Background: an optimization exercise with open tools, aiming at small area and a short achievable clock period. Do not read the settings as production practice.
Function was checked by simulation only, so behaviour that the tests miss may differ from the original.

## ROT_Cordic
module ROT_Cordic
#(parameter M=32,N=5)
(input signed [M-1:0] x_in,
 input signed [M-1:0] y_in,
 input signed [M-1:0] z_in,
 input [1:0] mode,
 input clk,
 input rst,
 output signed [M-1:0] xf,
 output signed [M-1:0] yf,
 output signed [M-1:0] zf);
Size in the first run: about 3200 flip-flops, about 0.21 mm2 of cells after synthesis.
==> flow/config.mk <==
export PLATFORM = sky130hd
export DESIGN_NAME = ROT_Cordic
export DESIGN_NICKNAME = ROT_Cordic
export VERILOG_FILES = /design/flow/design.v
export SDC_FILE = /design/flow/constraint.sdc
export NUM_CORES = 8
export LEC_CHECK = 0
export CAP_MARGIN = 20
export CORE_MARGIN = 2
export CORE_UTILIZATION = 60
export CTS_CLUSTER_DIAMETER = 100
export CTS_CLUSTER_SIZE = 30
export PLACE_DENSITY = 0.8
export SETUP_SLACK_MARGIN = 2.5
export SLEW_MARGIN = 20
export TNS_END_PERCENT = 0
==> flow/constraint.sdc <==
create_clock -name core_clock -period 5.5 [get_ports {clk}]
set_input_delay 1.1000 -clock core_clock [delete_from_list [all_inputs] [get_ports {clk}]]
set_output_delay 1.1000 -clock core_clock [all_outputs]
set_load 0.01 [all_outputs]
standard.sh (not shown) runs the stock make flow with config.mk's settings and CLKGATE_MAP_FILE= SYNTH_SCRIPT=/design/flow/synth_recipe.tcl, a recipe that flattens the netlist after the stock synthesis.
==> flow/flow/run.sh <==
#!/bin/bash
# Own layout flow: the standard ORFS flow (standard.sh) with two
# synthesis changes: no full/half-adder cell extraction (ADDER_MAP_FILE
# empty) and ABC run with a delay-driven mapping script (abc_map.script).
# Everything after synthesis is the standard flow.
set -euo pipefail
W=$PWD
export FLOW_WORK=$W
export FLOW_ABC_SCRIPT=$W/flow/abc_map.script
bash standard.sh SYNTH_SCRIPT=$W/flow/synth.tcl ADDER_MAP_FILE= finish > $W/flow_make.log 2>&1
==> flow/flow/abc_map.script <==
strash
dch -f
map -D 2000
topo
stime -c
buffer -c
upsize -c -D 2000
dnsize -c -D 2000
==> flow/flow/synth.tcl <==
proc abc {args} {
  set i [lsearch -exact $args -script]
  if {$i >= 0} {
    lset args [expr {$i + 1}] $::env(FLOW_ABC_SCRIPT)
  }
  puts "flow abc: $args"
  yosys abc {*}$args
}
source $::env(FLOW_WORK)/synth_recipe.tcl
==> next run, changes <==
--- a/flow/design.v
+++ b/flow/design.v
@@ -12,41 +12,42 @@
  output reg f_out,
  output reg [31:0] x_out,
  output reg [31:0] y_out,
  output reg [31:0] z_out);
  wire zadd = mode[0] ? ~y_in[31] : z_in[31];
  wire [63:0] yx = {{32{y_in[31]}}, y_in};
  wire [63:0] xx = {{32{x_in[31]}}, x_in};
  wire [31:0] ysel = mode[1] ? ~yx[J+1 +: 32] : yx[J +: 32];
  wire [31:0] xs   = mode[1] ?  xx[J+1 +: 32] : xx[J +: 32];
  wire [31:0] a    = mode[1] ? AH : AC;
  wire [31:0] xn, yn, zn;
- addc32 ax (x_in, ysel ^ {32{~zadd}}, ~(zadd ^ mode[1]), xn);
- addc32 ay (y_in, xs   ^ {32{zadd}},  zadd,              yn);
- addc32 az (z_in, a    ^ {32{~zadd}}, ~zadd,             zn);
+ addw32 ax (x_in, ysel, ~zadd, ~(zadd ^ mode[1]), xn);
+ addw32 ay (y_in, xs,    zadd,  zadd,              yn);
+ addw32 az (z_in, a,    ~zadd, ~zadd,              zn);
  wire kill = rst | f_in;
  always @(posedge clk) begin
    f_out <= kill;
    if (CLRXY) begin
      x_out <= kill ? 32'd0 : xn;
      y_out <= kill ? 32'd0 : yn;
    end else begin
      x_out <= xn;
      y_out <= {yn[31] & ~kill, yn[30:0]};
    end
    z_out <= rst ? 32'd0 : zn;
  end
 endmodule
-module addc32 (input [31:0] a, input [31:0] b, input sub, output [31:0] s);
- wire [31:0] bb = b;
- wire [31:0] p0 = a ^ bb;
+module addw32 (input [31:0] a, input [31:0] b, input w, input sub, output [31:0] s);
+ wire [31:0] bb = b ^ {32{w}};
+ wire [31:0] t0 = a ^ b;
+ wire [31:0] p0 = t0 ^ {32{w}};
  wire [31:0] g0 = a & bb;
  wire gc0 = g0[0] | (p0[0] & sub);
  wire g1_1 = g0[1] | (p0[1] & gc0);
  wire p1_1 = p0[1] & p0[0];
  wire g1_3 = g0[3] | (p0[3] & g0[2]);
  wire p1_3 = p0[3] & p0[2];
  wire g1_5 = g0[5] | (p0[5] & g0[4]);
  wire p1_5 = p0[5] & p0[4];
  wire g1_7 = g0[7] | (p0[7] & g0[6]);
  wire p1_7 = p0[7] & p0[6];
  wire g1_9 = g0[9] | (p0[9] & g0[8]);
The changed run completed without violations.
Synthesized cell count rose by 1.1%.
Non-clock buffer count came out lower by 285.
Clock-buffer cell count does not change.
Sequential share of layout area rises by 0.63 points.
First-iteration DRC count grows by 8.2%.
Final area fell by 2.3%.
Final cell count hardly moves.
Area after synthesis is about the same.

[separate check: timing with driven ports]
In the flow no input, the clock included, has a driving cell. The finished layouts below were timed again as built, in two steps. Step 1, drivers: a clkbuf_16 drives clk and a buf_2 each remaining input, both assumed. Step 2 times the ports against the registers' clock, not the clock port: input delays grow and output delays shrink by t, the midpoint of the rising clock arrivals with the driver on. a / b / c = ideal ports / drivers / drivers and shift; a / b = the first two.
| run | shift t [ns] | slack for setup (ns) | worst data-port slew with drivers (ns) | cell pins on the clock port's net |
|---|---|---|---|---|
| the first run | 1.018 | 1.948 / 1.521 / 0.503 | 0.64 | 1 |
| the second run | 1.000 | 1.759 / 1.455 / 0.455 | 0.53 | 1 |
After both steps setup and hold are still met in every run listed. The setup slack of the first run, which loses most, moves by -0.427 ns with the drivers and by -1.445 ns with both steps.
